This design comes from an exercise in tuning for a short achievable clock period and few clock cycles per item on the open sky130 flow, not from production work. In this exercise RTL edits were held to simulation tests only and were not proved equivalent to the original. Power is estimated from default activity; no workload was simulated.

<file path="design.v">
`timescale 1ns/1ps
module KS_ADD64 (
    input  [63:0] a,
    input  [63:0] b,
    input         ci,
    output [63:0] s
);
    wire [63:0] g0 = a & b;
    wire [63:0] t0 = a | b;
    wire [63:0] g [0:6];
    wire [63:0] p [0:6];
    assign g[0] = {g0[63:1], g0[0] | (t0[0] & ci)};
    assign p[0] = t0;
    genvar l, i;
    generate
        for (l = 0; l < 6; l = l + 1) begin : lvl
            for (i = 0; i < 64; i = i + 1) begin : bitl
                if (i >= (1 << l)) begin : comb
                    assign g[l+1][i] = g[l][i] | (p[l][i] & g[l][i - (1 << l)]);
                    assign p[l+1][i] = p[l][i] & p[l][i - (1 << l)];
                end else begin : pass
                    assign g[l+1][i] = g[l][i];
                    assign p[l+1][i] = p[l][i];
                end
            end
        end
    endgenerate
    wire [63:0] cin = {g[6][62:0], ci};
    assign s = a ^ (b ^ cin);
endmodule
module Y86_ALU (
    input  [63:0] A,
    input  [63:0] B,
    input  [1:0]  fun,
    output [63:0] valE,
    output        zf,
    output        lt
);
    wire sub = (fun == 2'b01);
    wire [63:0] Ax = sub ? ~A : A;
    wire [63:0] sum;
    KS_ADD64 add (.a(B), .b(Ax), .ci(sub), .s(sum));
    wire is_and = (fun == 2'b10);
    wire is_or  = (fun == 2'b11);
    wire [63:0] v_and = B & A;
    wire [63:0] v_or  = B | A;
    assign valE = is_and ? v_and : is_or ? v_or : sum;
    wire z_sum = &((B ^ Ax) ~^ {(B[62:0] | Ax[62:0]), sub});
    assign zf = is_and ? ~|v_and : is_or ? ~|v_or : z_sum;
    wire lt_sum = (B[63] == Ax[63]) ? B[63] : sum[63];
    assign lt = is_and ? v_and[63] : is_or ? v_or[63] : lt_sum;
endmodule
`timescale 1ns/1ps
module Y86_DECODE (
    input  [79:0] b,
    output [3:0]  icode,
    output [3:0]  ifun,
    output [3:0]  rA,
    output [3:0]  rB,
    output [63:0] valC,
    output [4:0]  len,
    output [3:0]  srcA,      
    output [3:0]  srcB,      
    output [3:0]  dstE,      
    output [3:0]  dstM,      
    output        is_halt,
    output        is_rr,     
    output        is_ir,
    output        is_rm,
    output        is_mr,
    output        is_op,
    output        is_j,
    output        is_call,
    output        is_ret,
    output        is_push,
    output        is_pop,
    output        is_mem,    
    output        known,     
    output        l1,        
    output        l2,        
    output        l9,        
    output        l10        
);
    assign icode = b[7:4];
    assign ifun  = b[3:0];
    assign rA    = b[15:12];
    assign rB    = b[11:8];
    assign is_halt = (icode == 4'b0000);
    wire   is_nop  = (icode == 4'b0001);
    assign is_rr   = (icode == 4'b0010);
    assign is_ir   = (icode == 4'b0011);
    assign is_rm   = (icode == 4'b0100);
    assign is_mr   = (icode == 4'b0101);
    assign is_op   = (icode == 4'b0110);
    assign is_j    = (icode == 4'b0111);
    assign is_call = (icode == 4'b1000);
    assign is_ret  = (icode == 4'b1001);
    assign is_push = (icode == 4'b1010);
    assign is_pop  = (icode == 4'b1011);
    assign known   = (icode <= 4'hB);
    assign is_mem  = is_rm | is_mr | is_call | is_ret | is_push | is_pop;
    assign valC = (is_j | is_call) ? b[71:8] : b[79:16];
    assign l2  = is_rr | is_op | is_push | is_pop;
    assign l9  = is_j | is_call;
    assign l10 = is_ir | is_rm | is_mr;
    assign l1  = ~(l2 | l9 | l10);
    assign len  = (is_rr | is_op | is_push | is_pop) ? 5'd2 :
                  (is_j | is_call) ? 5'd9 :
                  (is_ir | is_rm | is_mr) ? 5'd10 : 5'd1;
    assign srcA = (is_rr | is_op | is_rm | is_push) ? rA :
                  (is_pop | is_ret) ? 4'b0100 : 4'b1111;
    assign srcB = (is_op | is_rm | is_mr) ? rB :
                  (is_push | is_pop | is_call | is_ret) ? 4'b0100 : 4'b1111;
    assign dstE = (is_rr | is_ir | is_op) ? rB :
                  (is_push | is_pop | is_call | is_ret) ? 4'b0100 : 4'b1111;
    assign dstM = (is_mr | is_pop) ? rA : 4'b1111;
endmodule
`timescale 1ns/1ps
module CPU(
    input CLK,
    input rst,                           
    output [64 - 1:0] imem_addr,  
    input  [79:0] imem_data,             
    output [64 - 1:0] dmem_addr,
    output [64 - 1:0] dmem_wdata,
    output dmem_we,
    input  [64 - 1:0] dmem_rdata,  
    output halt
);
    reg [63:0] DPC;          
    reg [63:0] FPC;          
    reg [79:0] Q;            
    reg [3:0]  n;            
    reg        halt_r;       
    reg        halt_p;       
    reg        ZF, LT;       
    reg [63:0] R0, R1, R2, R3, R4, R5, R6, R7, R8, R9, R10, R11, R12, R13, R14;
    reg        e0_v, e1_v;
    reg [63:0] e0_A, e0_B, e1_A, e1_B;
    reg [1:0]  e0_fun, e1_fun;
    reg        e0_setcc, e1_setcc;
    reg        e0_cmov, e1_cmov;
    reg [3:0]  e0_ifun, e1_ifun;
    reg [3:0]  e0_dstE, e1_dstE;
    reg        m_v;          
    reg        m_slot1;      
    reg        m_we;
    reg [63:0] m_base, m_disp;  
    reg [63:0] m_wdata;
    reg [3:0]  m_dstM;
    reg        m_ret;
    reg [63:0] m_pred;       
    reg [63:0] ras0, ras1, ras2, ras3, ras4, ras5, ras6, ras7;
    reg [2:0]  ras_i;
    wire [63:0] valE0, valE1;
    wire zf0, lt0, zf1, lt1;
    Y86_ALU alu0 (.A(e0_A), .B(e0_B), .fun(e0_fun), .valE(valE0), .zf(zf0), .lt(lt0));
    Y86_ALU alu1 (.A(e1_A), .B(e1_B), .fun(e1_fun), .valE(valE1), .zf(zf1), .lt(lt1));
    function cond_eval(input [3:0] fn, input zf, input lt);
        case (fn)
            4'd0: cond_eval = 1'b1;
            4'd1: cond_eval = lt | zf;
            4'd2: cond_eval = lt;
            4'd3: cond_eval = zf;
            4'd4: cond_eval = ~zf;
            4'd5: cond_eval = ~lt;
            4'd6: cond_eval = ~lt & ~zf;
            default: cond_eval = 1'b0;
        endcase
    endfunction
    wire s0cc = e0_v && e0_setcc;
    wire s1cc = e1_v && e1_setcc;
    wire a_ZF = s0cc ? zf0 : ZF;
    wire a_LT = s0cc ? lt0 : LT;
    wire c_ZF = s1cc ? zf1 : a_ZF;
    wire c_LT = s1cc ? lt1 : a_LT;
    wire e0_cnd = cond_eval(e0_ifun, ZF, LT);
    wire e1_cnd = cond_eval(e1_ifun, ZF, LT);    
    wire wE0 = e0_v && (e0_dstE != 4'b1111) && (!e0_cmov || e0_cnd);
    wire wE1 = e1_v && (e1_dstE != 4'b1111) && (!e1_cmov || e1_cnd);
    wire wM  = m_v && (m_dstM != 4'b1111);
    wire wM1 = wM && m_slot1;
    wire wM0 = wM && !m_slot1;
    wire squash = m_v && m_ret && (dmem_rdata != m_pred);
    KS_ADD64 aadd (.a(m_base), .b(m_disp), .ci(1'b0), .s(dmem_addr));
    assign dmem_wdata = m_wdata;
    assign dmem_we    = m_v & m_we & ~rst;
    assign halt       = halt_r;
    assign imem_addr  = FPC;
    reg [159:0] W;
    always @(*) begin
        case (n)
            4'd0:  W = {80'd0, imem_data};
            4'd1:  W = {72'd0, imem_data, Q[7:0]};
            4'd2:  W = {64'd0, imem_data, Q[15:0]};
            4'd3:  W = {56'd0, imem_data, Q[23:0]};
            4'd4:  W = {48'd0, imem_data, Q[31:0]};
            4'd5:  W = {40'd0, imem_data, Q[39:0]};
            4'd6:  W = {32'd0, imem_data, Q[47:0]};
            4'd7:  W = {24'd0, imem_data, Q[55:0]};
            4'd8:  W = {16'd0, imem_data, Q[63:0]};
            4'd9:  W = {8'd0, imem_data, Q[71:0]};
            default: W = {imem_data, Q};
        endcase
    end
    wire [4:0] avail = {1'b0, n} + 5'd10;
    wire [3:0] icode0, ifun0, rA0, rB0, srcA0, srcB0, dstE0, dstM0;
    wire [63:0] valC0;
    wire [4:0] len0;
    wire halt0, rr0, ir0, rm0, mr0, op0, j0, call0, ret0, push0, pop0, mem0, known0;
    wire a1, a2, a9, a10;    
    Y86_DECODE dec0 (.b(W[79:0]), .icode(icode0), .ifun(ifun0), .rA(rA0), .rB(rB0),
        .valC(valC0), .len(len0), .srcA(srcA0), .srcB(srcB0), .dstE(dstE0), .dstM(dstM0),
        .is_halt(halt0), .is_rr(rr0), .is_ir(ir0), .is_rm(rm0), .is_mr(mr0), .is_op(op0),
        .is_j(j0), .is_call(call0), .is_ret(ret0), .is_push(push0), .is_pop(pop0),
        .is_mem(mem0), .known(known0),
        .l1(a1), .l2(a2), .l9(a9), .l10(a10));
    wire [3:0] icode1_o [0:3], ifun1_o [0:3], rA1_o [0:3], rB1_o [0:3];
    wire [3:0] srcA1_o [0:3], srcB1_o [0:3], dstE1_o [0:3], dstM1_o [0:3];
    wire [63:0] valC1_o [0:3];
    wire [4:0] len1_o [0:3];
    wire [3:0] l1_o, l2_o, l9_o, l10_o;
    wire [3:0] halt1_o, rr1_o, ir1_o, rm1_o, mr1_o, op1_o, j1_o, call1_o, ret1_o, push1_o, pop1_o, mem1_o, known1_o;
    genvar gi;
    generate
        for (gi = 0; gi < 4; gi = gi + 1) begin : dec1
            localparam integer OFF = (gi == 0) ? 1 : (gi == 1) ? 2 : (gi == 2) ? 9 : 10;
            Y86_DECODE d (.b(W[8*OFF +: 80]), .icode(icode1_o[gi]), .ifun(ifun1_o[gi]),
                .rA(rA1_o[gi]), .rB(rB1_o[gi]), .valC(valC1_o[gi]), .len(len1_o[gi]),
                .srcA(srcA1_o[gi]), .srcB(srcB1_o[gi]), .dstE(dstE1_o[gi]), .dstM(dstM1_o[gi]),
                .is_halt(halt1_o[gi]), .is_rr(rr1_o[gi]), .is_ir(ir1_o[gi]), .is_rm(rm1_o[gi]),
                .is_mr(mr1_o[gi]), .is_op(op1_o[gi]), .is_j(j1_o[gi]), .is_call(call1_o[gi]),
                .is_ret(ret1_o[gi]), .is_push(push1_o[gi]), .is_pop(pop1_o[gi]),
                .is_mem(mem1_o[gi]), .known(known1_o[gi]),
                .l1(l1_o[gi]), .l2(l2_o[gi]), .l9(l9_o[gi]), .l10(l10_o[gi]));
        end
    endgenerate
    wire [3:0] asel = {a10, a9, a2, a1};
    function [3:0] sel4(input [3:0] s, input [3:0] x0, input [3:0] x1, input [3:0] x2, input [3:0] x3);
        sel4 = ({4{s[0]}} & x0) | ({4{s[1]}} & x1) | ({4{s[2]}} & x2) | ({4{s[3]}} & x3);
    endfunction
    function [63:0] sel64(input [3:0] s, input [63:0] x0, input [63:0] x1, input [63:0] x2, input [63:0] x3);
        sel64 = ({64{s[0]}} & x0) | ({64{s[1]}} & x1) | ({64{s[2]}} & x2) | ({64{s[3]}} & x3);
    endfunction
    function sel1(input [3:0] s, input [3:0] x);
        sel1 = |(s & x);
    endfunction
    wire [3:0] ifun1 = sel4(asel, ifun1_o[0], ifun1_o[1], ifun1_o[2], ifun1_o[3]);
    wire [3:0] srcA1 = sel4(asel, srcA1_o[0], srcA1_o[1], srcA1_o[2], srcA1_o[3]);
    wire [3:0] srcB1 = sel4(asel, srcB1_o[0], srcB1_o[1], srcB1_o[2], srcB1_o[3]);
    wire [3:0] dstE1 = sel4(asel, dstE1_o[0], dstE1_o[1], dstE1_o[2], dstE1_o[3]);
    wire [3:0] dstM1 = sel4(asel, dstM1_o[0], dstM1_o[1], dstM1_o[2], dstM1_o[3]);
    wire [63:0] valC1 = sel64(asel, valC1_o[0], valC1_o[1], valC1_o[2], valC1_o[3]);
    wire halt1 = sel1(asel, halt1_o), rr1 = sel1(asel, rr1_o), ir1 = sel1(asel, ir1_o);
    wire rm1 = sel1(asel, rm1_o), mr1 = sel1(asel, mr1_o), op1 = sel1(asel, op1_o);
    wire j1 = sel1(asel, j1_o), call1 = sel1(asel, call1_o), ret1 = sel1(asel, ret1_o);
    wire push1 = sel1(asel, push1_o), pop1 = sel1(asel, pop1_o), mem1 = sel1(asel, mem1_o);
    wire known1 = sel1(asel, known1_o);
    wire e_cc = s0cc | s1cc;
    wire cnd0_r = cond_eval(ifun0, ZF, LT);      
    wire [20:0] pv, sv;
    assign sv = {10'd0, a10, a9, 6'd0, a2, a1, 1'b0};
    assign pv[0] = 1'b0; assign pv[1] = 1'b0;
    assign pv[2]  = a1 & l1_o[0];
    assign pv[3]  = (a1 & l2_o[0]) | (a2 & l1_o[1]);
    assign pv[4]  = a2 & l2_o[1];
    assign pv[9:5] = 5'd0;
    assign pv[10] = (a1 & l9_o[0]) | (a9 & l1_o[2]);
    assign pv[11] = (a1 & l10_o[0]) | (a2 & l9_o[1]) | (a9 & l2_o[2]) | (a10 & l1_o[3]);
    assign pv[12] = (a2 & l10_o[1]) | (a10 & l2_o[3]);
    assign pv[17:13] = 5'd0;
    assign pv[18] = a9 & l9_o[2];
    assign pv[19] = (a9 & l10_o[2]) | (a10 & l9_o[3]);
    assign pv[20] = a10 & l10_o[3];
    wire nge1 = (n >= 4'd1), nge2 = (n >= 4'd2), nge8 = (n >= 4'd8), nge9 = (n >= 4'd9), nge10 = (n >= 4'd10);
    wire fit = pv[2] | pv[3] | pv[4] | pv[10] | (pv[11] & nge1) | (pv[12] & nge2) |
               (pv[18] & nge8) | (pv[19] & nge9) | (pv[20] & nge10);
    wire [3:0] raw_o;
    generate
        for (gi = 0; gi < 4; gi = gi + 1) begin : rawc
            assign raw_o[gi] = ((dstE0 != 4'b1111) && (srcA1_o[gi] == dstE0 || srcB1_o[gi] == dstE0)) ||
                               ((dstM0 != 4'b1111) && (srcA1_o[gi] == dstM0 || srcB1_o[gi] == dstM0));
        end
    endgenerate
    wire raw = sel1(asel, raw_o);
    wire s0_ends = halt0 | call0 | ret0 | (j0 & (e_cc | cnd0_r)) | !known0;
    wire pair = !s0_ends && fit && !(mem0 && mem1) && !raw && !((j1 || rr1) && op0) && known1;
    wire [20:0] cv = pair ? pv : sv;
    reg [63:0] ras_top;
    always @(*) begin
        case (ras_i - 3'd1)
            3'd0: ras_top = ras0; 3'd1: ras_top = ras1; 3'd2: ras_top = ras2; 3'd3: ras_top = ras3;
            3'd4: ras_top = ras4; 3'd5: ras_top = ras5; 3'd6: ras_top = ras6; default: ras_top = ras7;
        endcase
    end
    wire [57:0] hi   = DPC[63:6];
    wire [57:0] hi1  = DPC[63:6] + 58'd1;
    reg  [63:0] seq_pc, seq_pc10;
    reg         full;
    reg  [3:0]  n_seq;
    reg  [79:0] Qn;
    wire [239:0] Wx = {80'd0, W};
    integer k;
    reg [6:0] lo_k;
    always @(*) begin
        seq_pc = 64'd0; seq_pc10 = 64'd0; full = 1'b0; n_seq = 4'd0; Qn = 80'd0;
        for (k = 1; k <= 20; k = k + 1) begin
            lo_k = {1'b0, DPC[5:0]} + k;
            seq_pc = seq_pc | ({64{cv[k]}} & {lo_k[6] ? hi1 : hi, lo_k[5:0]});
            lo_k = {1'b0, DPC[5:0]} + k + 10;
            if (k < 10) seq_pc10 = seq_pc10 | ({64{cv[k]}} & {lo_k[6] ? hi1 : hi, lo_k[5:0]});
            if (k < 10) full = full | (cv[k] & (n > k));
            n_seq = n_seq | ({4{cv[k]}} & ((n > k) ? 4'd10 : 4'(n + 10 - k)));
            Qn = Qn | ({80{cv[k]}} & Wx[8*k +: 80]);
        end
    end
    wire [63:0] fpc10 = FPC + 64'd10;
    wire l_call = pair ? call1 : call0;
    wire l_ret  = pair ? ret1  : ret0;
    wire l_j    = pair ? j1 : j0;
    wire [3:0] l_ifun = pair ? ifun1 : ifun0;
    wire l_jt   = l_j & cond_eval(l_ifun, c_ZF, c_LT);
    wire [63:0] l_valC = pair ? valC1 : valC0;
    wire e_redirect = l_call | l_ret;
    wire [63:0] target = l_ret ? ras_top : l_valC;
    wire [63:0] nt_DPC = e_redirect ? target : seq_pc;
    wire [63:0] nt_FPC = e_redirect ? target : (full ? seq_pc10 : fpc10);
    wire g_halt0 = halt0;
    wire g_halt1 = pair & halt1;
    wire go = !halt_r && !halt_p && !squash;
    wire [3:0] rs [0:3];
    assign rs[0] = srcA0; assign rs[1] = srcB0; assign rs[2] = srcA1; assign rs[3] = srcB1;
    wire [63:0] rv [0:3];
    generate
        for (gi = 0; gi < 4; gi = gi + 1) begin : rd
            reg [63:0] r;
            always @(*) begin
                case (rs[gi])
                    4'd0: r = R0;   4'd1: r = R1;   4'd2: r = R2;   4'd3: r = R3;
                    4'd4: r = R4;   4'd5: r = R5;   4'd6: r = R6;   4'd7: r = R7;
                    4'd8: r = R8;   4'd9: r = R9;   4'd10: r = R10; 4'd11: r = R11;
                    4'd12: r = R12; 4'd13: r = R13; 4'd14: r = R14; default: r = 64'd0;
                endcase
            end
            assign rv[gi] = (wM1 && rs[gi] == m_dstM) ? dmem_rdata :
                            (wE1 && rs[gi] == e1_dstE) ? valE1 :
                            (wM0 && rs[gi] == m_dstM) ? dmem_rdata :
                            (wE0 && rs[gi] == e0_dstE) ? valE0 : r;
        end
    endgenerate
    wire [63:0] valA0 = rv[0], valB0 = rv[1], valA1 = rv[2], valB1 = rv[3];
    wire [63:0] disp0 = (rm0 | mr0) ? valC0 : (push0 | call0) ? 64'hFFFFFFFFFFFFFFF8 : 64'd0;
    wire [63:0] disp1 = (rm1 | mr1) ? valC1 : (push1 | call1) ? 64'hFFFFFFFFFFFFFFF8 : 64'd0;
    always @(posedge CLK) begin
        if (rst) begin
            DPC <= 64'd0;
            FPC <= 64'd0;
            n <= 4'd0;
            halt_r <= 1'b0;
            halt_p <= 1'b0;
            e0_v <= 1'b0;
            e1_v <= 1'b0;
            m_v <= 1'b0;
            ZF <= 1'b1; LT <= 1'b0;
            ras_i <= 3'd0;
        end else begin
            ZF <= c_ZF; LT <= c_LT;
            halt_r <= halt_r | halt_p | (go & g_halt0);
            halt_p <= go & g_halt1;
            e0_v <= go & !g_halt0;
            e1_v <= go & pair & !halt1;
            m_v  <= go & (mem0 | (pair & mem1));
            if (squash) begin
                DPC <= dmem_rdata;
                FPC <= dmem_rdata;
                n <= 4'd0;
            end else if (go) begin
                DPC <= l_jt ? l_valC : nt_DPC;
                FPC <= l_jt ? l_valC : nt_FPC;
                n <= (l_jt | e_redirect) ? 4'd0 : n_seq;
            end
            if (!squash && go) begin
                if (l_call) ras_i <= ras_i + 3'd1;
                else if (l_ret) ras_i <= ras_i - 3'd1;
            end
        end
    end
    always @(posedge CLK) begin
        Q <= Qn;
    end
    always @(posedge CLK) begin
        if (rst) begin
            ras0 <= 64'd0; ras1 <= 64'd0; ras2 <= 64'd0; ras3 <= 64'd0;
            ras4 <= 64'd0; ras5 <= 64'd0; ras6 <= 64'd0; ras7 <= 64'd0;
        end else if (go && l_call) begin
            case (ras_i)
                3'd0: ras0 <= seq_pc; 3'd1: ras1 <= seq_pc; 3'd2: ras2 <= seq_pc; 3'd3: ras3 <= seq_pc;
                3'd4: ras4 <= seq_pc; 3'd5: ras5 <= seq_pc; 3'd6: ras6 <= seq_pc; default: ras7 <= seq_pc;
            endcase
        end
    end
    always @(posedge CLK) begin
        e0_A <= (rr0 | op0) ? valA0 : ir0 ? valC0 : 64'd8;
        e0_B <= (rr0 | ir0) ? 64'd0 : valB0;
        e0_fun <= op0 ? ifun0[1:0] : (push0 | call0) ? 2'b01 : 2'b00;
        e0_setcc <= op0;
        e0_cmov <= rr0;
        e0_ifun <= ifun0;
        e0_dstE <= dstE0;
        e1_A <= (rr1 | op1) ? valA1 : ir1 ? valC1 : 64'd8;
        e1_B <= (rr1 | ir1) ? 64'd0 : valB1;
        e1_fun <= op1 ? ifun1[1:0] : (push1 | call1) ? 2'b01 : 2'b00;
        e1_setcc <= op1;
        e1_cmov <= rr1;
        e1_ifun <= ifun1;
        e1_dstE <= dstE1;
        m_slot1 <= !mem0;
        m_we    <= mem0 ? (rm0 | push0 | call0) : (rm1 | push1 | call1);
        m_base  <= mem0 ? valB0 : valB1;
        m_disp  <= mem0 ? disp0 : disp1;
        m_wdata <= (mem0 ? call0 : call1) ? seq_pc : (mem0 ? valA0 : valA1);
        m_dstM  <= mem0 ? dstM0 : dstM1;
        m_ret   <= mem0 ? ret0 : ret1;
        m_pred  <= ras_top;
    end
    wire [63:0] rdata = dmem_rdata;
    always @(posedge CLK) begin
        if (!rst) begin
            if (wM1 && m_dstM == 4'd0) R0 <= rdata; else if (wE1 && e1_dstE == 4'd0) R0 <= valE1; else if (wM0 && m_dstM == 4'd0) R0 <= rdata; else if (wE0 && e0_dstE == 4'd0) R0 <= valE0;
            if (wM1 && m_dstM == 4'd1) R1 <= rdata; else if (wE1 && e1_dstE == 4'd1) R1 <= valE1; else if (wM0 && m_dstM == 4'd1) R1 <= rdata; else if (wE0 && e0_dstE == 4'd1) R1 <= valE0;
            if (wM1 && m_dstM == 4'd2) R2 <= rdata; else if (wE1 && e1_dstE == 4'd2) R2 <= valE1; else if (wM0 && m_dstM == 4'd2) R2 <= rdata; else if (wE0 && e0_dstE == 4'd2) R2 <= valE0;
            if (wM1 && m_dstM == 4'd3) R3 <= rdata; else if (wE1 && e1_dstE == 4'd3) R3 <= valE1; else if (wM0 && m_dstM == 4'd3) R3 <= rdata; else if (wE0 && e0_dstE == 4'd3) R3 <= valE0;
            if (wM1 && m_dstM == 4'd4) R4 <= rdata; else if (wE1 && e1_dstE == 4'd4) R4 <= valE1; else if (wM0 && m_dstM == 4'd4) R4 <= rdata; else if (wE0 && e0_dstE == 4'd4) R4 <= valE0;
            if (wM1 && m_dstM == 4'd5) R5 <= rdata; else if (wE1 && e1_dstE == 4'd5) R5 <= valE1; else if (wM0 && m_dstM == 4'd5) R5 <= rdata; else if (wE0 && e0_dstE == 4'd5) R5 <= valE0;
            if (wM1 && m_dstM == 4'd6) R6 <= rdata; else if (wE1 && e1_dstE == 4'd6) R6 <= valE1; else if (wM0 && m_dstM == 4'd6) R6 <= rdata; else if (wE0 && e0_dstE == 4'd6) R6 <= valE0;
            if (wM1 && m_dstM == 4'd7) R7 <= rdata; else if (wE1 && e1_dstE == 4'd7) R7 <= valE1; else if (wM0 && m_dstM == 4'd7) R7 <= rdata; else if (wE0 && e0_dstE == 4'd7) R7 <= valE0;
            if (wM1 && m_dstM == 4'd8) R8 <= rdata; else if (wE1 && e1_dstE == 4'd8) R8 <= valE1; else if (wM0 && m_dstM == 4'd8) R8 <= rdata; else if (wE0 && e0_dstE == 4'd8) R8 <= valE0;
            if (wM1 && m_dstM == 4'd9) R9 <= rdata; else if (wE1 && e1_dstE == 4'd9) R9 <= valE1; else if (wM0 && m_dstM == 4'd9) R9 <= rdata; else if (wE0 && e0_dstE == 4'd9) R9 <= valE0;
            if (wM1 && m_dstM == 4'd10) R10 <= rdata; else if (wE1 && e1_dstE == 4'd10) R10 <= valE1; else if (wM0 && m_dstM == 4'd10) R10 <= rdata; else if (wE0 && e0_dstE == 4'd10) R10 <= valE0;
            if (wM1 && m_dstM == 4'd11) R11 <= rdata; else if (wE1 && e1_dstE == 4'd11) R11 <= valE1; else if (wM0 && m_dstM == 4'd11) R11 <= rdata; else if (wE0 && e0_dstE == 4'd11) R11 <= valE0;
            if (wM1 && m_dstM == 4'd12) R12 <= rdata; else if (wE1 && e1_dstE == 4'd12) R12 <= valE1; else if (wM0 && m_dstM == 4'd12) R12 <= rdata; else if (wE0 && e0_dstE == 4'd12) R12 <= valE0;
            if (wM1 && m_dstM == 4'd13) R13 <= rdata; else if (wE1 && e1_dstE == 4'd13) R13 <= valE1; else if (wM0 && m_dstM == 4'd13) R13 <= rdata; else if (wE0 && e0_dstE == 4'd13) R13 <= valE0;
            if (wM1 && m_dstM == 4'd14) R14 <= rdata; else if (wE1 && e1_dstE == 4'd14) R14 <= valE1; else if (wM0 && m_dstM == 4'd14) R14 <= rdata; else if (wE0 && e0_dstE == 4'd14) R14 <= valE0;
        end
    end
endmodule
</file>
<file path="config.mk">
export PLATFORM = sky130hd
export DESIGN_NAME = CPU
export DESIGN_NICKNAME = CPU
export VERILOG_FILES = /design/flow/design.v
export SDC_FILE = /design/flow/constraint.sdc
export NUM_CORES = 4
export LEC_CHECK = 0
export CAP_MARGIN = 20
export CORE_MARGIN = 2
export CORE_UTILIZATION = 40
export PLACE_DENSITY = 0.4
export SLEW_MARGIN = 20
export SYNTH_HIERARCHICAL = 1
</file>
<file path="constraint.sdc">
create_clock -name core_clock -period 14.0 [get_ports {CLK}]
set_input_delay 2.8000 -clock core_clock [delete_from_list [all_inputs] [get_ports {CLK}]]
set_output_delay 2.8000 -clock core_clock [all_outputs]
set_load 0.01 [all_outputs]
</file>
<file path="standard.sh">
#!/bin/bash
# synth_recipe.tcl (not shown) runs the flow's synth.tcl, then flattens the netlist and writes it again
# the make line also repeats each setting of config.mk as NAME=value (left out here)
make -C /OpenROAD-flow-scripts/flow DESIGN_CONFIG=/design/flow/config.mk WORK_HOME=/design/flow/orfs CLKGATE_MAP_FILE= SYNTH_SCRIPT=/design/flow/synth_recipe.tcl "${@:-finish}"
</file>
<file path="flow/run.sh">
#!/bin/bash
# Layout: the standard flow (standard.sh: the same steps and scripts),
# with three settings changed on make's command line:
#  - ADDER_MAP_FILE empty: synthesis leaves adders to ABC instead of mapping
#    bits of them to the library's full/half-adder cells, which ABC cannot
#    then optimise through. Registers, their names and cells are unchanged.
#  - SETUP_SLACK_MARGIN 8: timing repair keeps improving setup slack well
#    past the 14 ns clock.
#  - TNS_END_PERCENT 10: that repair works on the worst endpoints only.
# The clock, constraints and design are the standard flow's. make's output goes to
# run_standard.log; each ORFS step also keeps its own log under orfs/logs.
set -euo pipefail
cd "$(dirname "${BASH_SOURCE[0]}")/.."
bash standard.sh ADDER_MAP_FILE= SETUP_SLACK_MARGIN=8 TNS_END_PERCENT=10 finish > run_standard.log 2>&1
</file>
==> flow_metrics.tcl <==
set metrics [dict create \
    avgSynthCellArea_sq_um 7.88 \
    yosysWarnings 8 \
    grt_max_degree 234 \
    syn_area_sq_um 183000 \
    grt_overflow 7 \
    dp_slack_ps 2380 \
    place_area_sq_um 194000 \
    pin_count 340 \
    routabilityCongestion 1.14 \
    outcome "stopped before the end" \
    clockRootBuffer "clkbuf_16" \
    htreeDepth 5 \
    rows 248 \
    die_h_microns 681 \
    port_buffers 339 \
    firstError "[ERROR GRT-0232] Routing congestion too high. Check the congestion heatmap in the GUI." \
    grt_usage_pct 71.1 \
    failing_step "global routing (5_1_grt)" \
    cts.sinks 2237 \
    dp_hpwl_microns 1040000 \
    cts_made_buffers 284 \
    die-width_microns 681 \
    numPlacedInstances 27900 \
    syn_inst 23300 \
    cts_buffer_depth 4 \
    cts-hold-fix-buffers 0 \
    start_util_pct 40.2 \
]
through the flow:
stage               utilization (%)  hold WS [ps]
detailed placement             42.5           444
CTS                            49.6           453
global placement               42.5           438
floorplan                         -           429
per-layer routing:
metal / overflow / GRT usage [%]
met5: 0 / 33.7
met4: 3 / 68.1
met3: 0 / 53.1
met2: 4 / 87.3
met1: 0 / 73.4
power groups by stage:
stage | Combinational, mW | Clock [mW] | Sequential (mW)
CTS | 100 | 7.94 | 11.8
global placement | 84.7 | 0 | 11.9
detailed placement | 85.1 | 0 | 11.9
floorplan | 43.4 | 0 | 10.5
how the worst max path moves through the flow:
| stage | slack [ps] | cells past startpoint | startpoint | end |
|---|---|---|---|---|
| 3_5_place_dp | 2380 | 18 | imem_data[6] | ras7[37]$_SDFFE_PP0P_ |
| 4_1_cts | 6840 | 14 | m_base[13]$_DFF_P_ | dmem_addr[54] |
| 3_3_place_gp | 1570 | 20 | imem_data[15] | m_wdata[45]$_DFF_P_ |
| 2_1_floorplan | 6790 | 19 | imem_data[63] | DPC[33]$_SDFFE_PP0P_ |
what timing repair did:
action	CTS
gates resized for setup	2540
pin swaps	509
endpoints found under the hold margin	0
gates cloned	179
buffers inserted	838
setup endpoints to repair	1775
Testbench counts, summed over its fixed seeds: cycles 17,812, insns 22,184.
